From an optimization exercise on the open Yosys and OpenROAD flow, aimed at small area; shortcuts taken in it are not production practice.
Function was checked by simulation only, so behaviour that the tests miss may differ from the original.
Power and IR drop assume default switching activity.

### design/flow/run.sh
#!/bin/bash
# synth_recipe.tcl (not shown) runs the flow's synth.tcl, then flattens the netlist and writes it again
# the make line also repeats each setting of config.mk as NAME=value (left out here)
make -C /OpenROAD-flow-scripts/flow DESIGN_CONFIG=/design/flow/config.mk WORK_HOME=/design/flow/orfs CLKGATE_MAP_FILE= SYNTH_SCRIPT=/design/flow/synth_recipe.tcl finish
### design/flow/design.v
module control(clk, rst, finish, value, st);
input clk;
input rst;
input [3:0] value;
input finish;
output reg [2:0] st;
reg [2:0] cur;
reg [2:0] nxt;
reg valid_val;
reg tr;
wire v  = valid_val & (value != 4'b1111);
wire k1 = value == 4'd1;
wire k2 = value == 4'd2;
wire k3 = value == 4'd3;
wire k4 = value == 4'd4;
always @(*) begin
	nxt = cur;
	tr = 1'b0;
	case (cur)
	3'd0: if (k1 && !v) begin nxt = 3'd1; tr = 1'b1; end
	3'd1: if (k1 && !v) begin nxt = 3'd3; tr = 1'b1; end
	      else if (k2 && !v) begin nxt = 3'd2; tr = 1'b1; end
	3'd2: if (k1 || k2 && !v) begin nxt = 3'd1; tr = 1'b1; end
	3'd3: if (k1 && !v) begin nxt = 3'd4; tr = 1'b1; end
	      else if (k3 || k4 && !v) begin nxt = 3'd0; tr = 1'b1; end
	3'd4: if (finish || k1 && !v) begin nxt = 3'd3; tr = 1'b1; end
	      else if (k2 && !v) begin nxt = 3'd5; tr = 1'b1; end
	      else if (k3 && !v) begin nxt = 3'd6; tr = 1'b1; end
	      else if (k4 && !v) begin nxt = 3'd7; tr = 1'b1; end
	3'd5: if (k1 || k2 && !v) begin nxt = 3'd4; tr = 1'b1; end
	default: if (k1 && !v) begin nxt = 3'd4; tr = 1'b1; end
	         else if (finish && !v) begin nxt = 3'd3; tr = 1'b1; end
	endcase
end
always @(posedge clk) begin
	if (rst) begin
		cur <= 3'd0;
		valid_val <= 1'b0;
		st <= 3'd0;
	end else begin
		cur <= nxt;
		valid_val <= v | tr;
		st <= cur;
	end
end
endmodule
module timer(clk, rst, tick, st, minute1, minute0, second1, second0, finish);
input clk;
input rst;
input tick;
input [2:0] st;
output [3:0] minute1;
output [3:0] minute0;
output [3:0] second1;
output [3:0] second0;
output reg finish;
reg [4:0] mt;
reg [3:0] mu;
reg [2:0] st_;
reg [3:0] su;
reg [4:0] lmt;
reg [3:0] lmu;
reg [2:0] lst;
reg [3:0] lsu;
assign minute1 = mt[3:0];
assign minute0 = mu;
assign second1 = {1'b0, st_};
assign second0 = su;
wire su9 = su[3] & su[0];
wire st5 = st_[2] & st_[0];
wire mwrap = mt[4] & mt[3] & mt[0] & mu[2] & mu[0];
wire mu9 = mu[3] & mu[0];
wire [3:0] i_su = su9 ? 4'd0 : su + 4'd1;
wire [2:0] i_st = su9 ? (st5 ? 3'd0 : st_ + 3'd1) : st_;
wire cs = su9 & st5;
wire [3:0] i_mu = cs ? ((mu9 | mwrap) ? 4'd0 : mu + 4'd1) : mu;
wire [4:0] i_mt = (cs & mu9) ? mt + 5'd1 : (cs & mwrap) ? 5'd0 : mt;
wire su0 = su == 4'd0;
wire st0 = st_ == 3'd0;
wire mu0 = mu == 4'd0;
wire [3:0] d_su = su0 ? 4'd9 : su - 4'd1;
wire [2:0] d_st = su0 ? (st0 ? 3'd5 : st_ - 3'd1) : st_;
wire bs = su0 & st0;
wire [3:0] d_mu = bs ? (mu0 ? 4'd9 : mu - 4'd1) : mu;
wire [4:0] d_mt = (bs & mu0) ? mt - 5'd1 : mt;
wire zero = su0 & st0 & mu0 & (mt == 5'd0);
wire same = {mt, mu, st_, su} == {lmt, lmu, lst, lsu};
always @(posedge clk) begin
	if (rst || tick && st == 3'd0) begin
		{mt, mu, st_, su} <= 16'd0;
		{lmt, lmu, lst, lsu} <= 16'd0;
		finish <= 1'b0;
	end else if (tick) begin
		case (st)
		3'd2, 3'd5: finish <= 1'b0;
		3'd3: begin
			finish <= 1'b0;
			{mt, mu, st_, su} <= {lmt, lmu, lst, lsu};
		end
		3'd1: if (!finish) begin
			{mt, mu, st_, su} <= {i_mt, i_mu, i_st, i_su};
			{lmt, lmu, lst, lsu} <= {i_mt, i_mu, i_st, i_su};
		end
		3'd7: if (!finish) begin
			if (same)
				finish <= 1'b1;
			else
				{mt, mu, st_, su} <= {i_mt, i_mu, i_st, i_su};
		end
		default: if (!finish) begin  
			if (zero) begin
				finish <= 1'b1;
				{mt, mu, st_, su} <= {lmt, lmu, lst, lsu};
			end else
				{mt, mu, st_, su} <= {d_mt, d_mu, d_st, d_su};
		end
		endcase
	end
end
endmodule
module recorder(clk, rst, key, tick, state, led, able, direc, clea, to_fin,
                twice_play, finish, minute1, minute0, second1, second0);
input clk;
input rst;
input [3:0] key;
input tick;
output [2:0] state;
output reg [5:0] led;
output able;
output direc;
output clea;
output to_fin;
output twice_play;
output finish;
output [3:0] minute1;
output [3:0] minute0;
output [3:0] second1;
output [3:0] second0;
wire [2:0] st;
control u_control(.clk(clk), .rst(rst), .finish(finish), .value(key), .st(st));
timer u_timer(.clk(clk), .rst(rst), .tick(tick), .st(st),
              .minute1(minute1), .minute0(minute0), .second1(second1),
              .second0(second0), .finish(finish));
assign state = st;
assign able = (st == 3'd1) | st[2] & (st[1] | ~st[0]);
assign direc = st[2] & ~(st[1] & st[0]);
assign clea = st == 3'd0;
assign to_fin = st == 3'd3;
assign twice_play = st[2] & st[1];
always @(*) begin
	case (st)
	3'd0: led = 6'b000001;
	3'd1: led = 6'b000010;
	3'd2: led = 6'b000100;
	3'd3: led = 6'b001000;
	3'd4: led = 6'b010000;
	3'd5: led = 6'b100000;
	3'd6: led = 6'b110000;
	default: led = 6'b111000;
	endcase
end
endmodule
### design/flow/config.mk
export PLATFORM = sky130hd
export DESIGN_NAME = recorder
export DESIGN_NICKNAME = recorder
export VERILOG_FILES = /design/flow/design.v
export SDC_FILE = /design/flow/constraint.sdc
export NUM_CORES = 4
export LEC_CHECK = 0
export CAP_MARGIN = 20
export CORE_MARGIN = 2
export CORE_UTILIZATION = 40
export SLEW_MARGIN = 20
### design/flow/constraint.sdc
create_clock -name core_clock -period 12.0 [get_ports {clk}]
set_input_delay 2.4000 -clock core_clock [delete_from_list [all_inputs] [get_ports {clk}]]
set_output_delay 2.4000 -clock core_clock [all_outputs]
set_load 0.01 [all_outputs]
==> flow_summary.json <==
{
  "areaGrowthSynthToFinish_pct": 13.8,
  "wire_per_inst_microns": 16.5,
  "synth.area.top_cells": "dfxtp_1 (25%), a21oi_1 (6.5%), nor2_1 (5.7%)",
  "ant_nets": 0,
  "globalplace.congestion": 0.825,
  "max_stage_delay_ns": 0.67,
  "antenna_found_initial": 0,
  "grt_pass1_vias": 3000,
  "cp_num_buf_inv": 1,
  "die_area_sq_um": 8780,
  "routed_wirelength_microns": 9010,
  "grt_max_degree": 26,
  "r2r_setup_slack_ns": 9.06,
  "vias": 3225,
  "syn_nets": 455,
  "clk_pin_slew_worst_paths_ns": 0.08,
  "fp.dieW_microns": 93.7,
  "hold_class": "register to register",
  "port_buffers": 36,
  "crit_fanout": 17,
  "rsz0062_at_grt": "no",
  "fmax_mhz": 205,
  "synth_edf_count": 0,
  "fin_hold_ws_ns": 0.488,
  "hold_depth": 2,
  "setup_viol_count_final": 0,
  "ir_drop_mv": 0.0556,
  "yosysTopAreaCellShare": 0.249,
  "n_antenna_cell": 0,
  "clockRootBuffer": "clkbuf_8",
  "die_y_microns": 93.7,
  "startpoint_type": "register",
  "p_leak_nw": 1.35,
  "fin_util": 0.471,
  "dpl.hpwl_microns": 6320,
  "drc": 0,
  "end_kind": "output port",
  "cts_buffers": 5,
  "finalCritPeriodShare": 0.407,
  "tightest_slew_ns": 1.08,
  "cpMaxStageDelayCell": "dfxtp_1",
  "grt_pass1_wl_microns": 15300,
  "grt_use_total": 0.216,
  "synth_ff_type": "dfxtp_1",
  "drv_slew": 0,
  "synthCells": 436,
  "synth_cell_types": 64,
  "r2r_start": "u_control.st[2]",
  "yosys.area.top_type": "dfxtp_1",
  "drt_iter0_drc": 224,
  "start_util": 0.414,
  "drive_above_1_share": 0.0517,
  "ctsHoldBuffers": 0,
  "insertion_delay_ns": 0.30,
  "path_delay_family": "flip-flops",
  "synth_seq_area_share": 0.249,
  "cts_resized": 0,
  "io-pin-count": 38,
  "clockBufferDepth": 2,
  "cp_data_arrival_time_ns": 2.48,
  "htreeDepth": 2,
  "fin_skew_ns": 0.00924,
  "drt-pass1-iter-count": 5,
  "setup_tns_ns": 0,
  "preCtsSetupSlack_ns": 7.34,
  "whs_endpoint": "u_timer.lst[1]",
  "cp.required_ns": 9.60,
  "startpoint": "u_control.st[0]",
  "nets": 463,
  "relSlewSlack": 0.277,
  "drv_cap": 0,
  "power_density_nw_per_um2": 118,
  "reg2reg_depth": 7,
  "worst_slack_ns": 7.12,
  "viasPerCell": 5.90,
  "async_reset_ff_frac": 0,
  "outcome": "complete, no violations",
  "core_area_sq_um": 7770,
  "cts.sinks": 40,
  "post_cts_buffers": 0,
  "netlist_area_sq_um": 3220,
  "synth_warnings": 3,
  "hold_viol_final": 0,
  "syn_area_per_cell_sq_um": 7.38,
  "period_needed_ns": 4.88,
  "ys_ff_latch": 40,
  "crit_chain": "nor2b_1 > ha_1 > o21ai_0 > o21a_1 > clkdlybuf4s50_1",
  "rr_endpoint": "u_timer.su[0]",
  "hp-start": "u_timer.lst[1]",
  "critical_path_class": "register to output port",
  "grt_remaining_overflow": 0,
  "cts_tree": "done",
  "rows": 32
}
[worst max-delay path by stage]
stage / end / slack, ns / cells past startpoint
floorplan: led[3] / 7.84 / 6
global placement: u_control.cur[2] / 7.44 / 6
detailed placement: u_control.cur[2] / 7.34 / 7
CTS: led[4] / 7.08 / 5
global route: led[4] / 6.87 / 5
finish: led[4] / 7.12 / 5
[cell usage in the layout, fill, tap and decap left out, types with 2 or more instances in the layout]
cell	instances
nor2_1	49
a21oi_1	42
dfxtp_1	40
nand2_1	38
clkdlybuf4s50_1	36
o21ai_0	25
inv_1	16
nand3_1	16
xor2_1	14
ha_1	12
nor2b_1	11
nor3_1	11
a211oi_1	11
o211ai_1	10
xnor2_1	8
nand2b_1	7
clkbuf_8	7
and3_1	5
o31ai_1	5
nor3b_1	4
nor4_1	4
mux2_2	4
o32ai_1	4
a221oi_1	4
a31oi_1	4
o21a_1	3
and4_1	3
nand4_1	3
a222oi_1	3
a41o_1	3
o22ai_1	3
o211a_1	3
and2_1	2
nor4b_1	2
o21ai_2	2
a22oi_1	2
o2111ai_1	2
buf_4	2
[metrics by stage]
step / instance area, sq um / power [mW] / instances
6_report: 3660 / 0.431 / 547
4_1_cts: 3660 / 0.431 / 547
3_5_place_dp: 3530 / 0.308 / 539
5_1_grt: 3660 / 0.454 / 547
3_3_place_gp: 3530 / 0.308 / 539
2_1_floorplan: 3220 / 0.269 / 436
[registers in the layout, indices dropped and copies added (netlist names)]
name	flops
u_control.cur	3
u_control.st	3
u_control.valid_val	1
u_timer.finish	1
u_timer.lmt	5
u_timer.lmu	4
u_timer.lst	3
u_timer.lsu	4
u_timer.mt	5
u_timer.mu	4
u_timer.st_	3
u_timer.su	4
[synthesized netlist by cell type (10+ instances only)]
cell type / instances
o211ai_1: 10
dfxtp_1: 40
a21oi_1: 42
ha_1: 12
nand2_1: 38
inv_1: 16
nor3_1: 11
nor2b_1: 11
nand3_1: 16
nor2_1: 49
o21ai_0: 25
clkbuf_1: 20
a211oi_1: 11
xor2_1: 14
[where the power goes]
part,internal [mW],switching [mW]
clock,0.0734,0.0502
combinational,0.0616,0.0877
sequential,0.139,0.0192
[cell families after synthesis]
| logic type | after synthesis | share of synthesized area |
|---|---|---|
| other cells | 1 | 0.00117 |
| buf+inv | 53 | 0.0762 |
| fa+ha+maj | 12 | 0.0467 |
| simple gates | 163 | 0.252 |
| xor+xnor | 22 | 0.0599 |
| mux | 5 | 0.0171 |
| compound gates | 140 | 0.298 |
| flops | 40 | 0.249 |
[routing by layer]
layer,part of all wire,global-route usage,up-vias
met5,0,0,-
met3,0.051,0.0401,11
met1,0.49,0.317,1511
met2,0.44,0.325,97
li1,-,-,1606
met4,0.013,0.0556,0
[final cells by class]
type / count / area (sq um)
well taps: 102 / 128
multi-input cells: 343 / 2170
inverters: 16 / 60.1
clock buffers: 7 / 96.3
flip-flops and latches: 40 / 801
repair buffers: 38 / 375
fillers: 804 / 4110
clock inverters: 1 / 30.0
[worst min-delay path, stage by stage (launching register included)]
cell and delay, ns:
dfxtp_1 0.33, nand2_1 0.06, a21oi_1 0.05

-- separate check: timing with driven ports --
How much do the figures lean on ideal ports? The routed layout below was timed once more, with nothing changed but the port constraints. Step 1: set_driving_cell puts a clkbuf_16 on clk and a buf_2 on each other input, an assumption about the parent block. Step 2 times the ports against the registers' clock, not the clock port: input delays grow and output delays shrink by t, the midpoint of the rising clock arrivals with the driver on. a / b / c = no drivers / after step 1 / after step 2; a / b = the first two.
shift t [ns]: 0.326
setup slack, ns: 7.121 / 7.092 / 7.255
worst setup path at the end: input to register
latest minus earliest clock arrival (ns): 0.009 / 0.009
cell pins on the clock port's net: 1
After both steps setup and hold are still met in this run. The setup slack of this run moves by -0.029 ns with the drivers and by +0.134 ns with both steps.
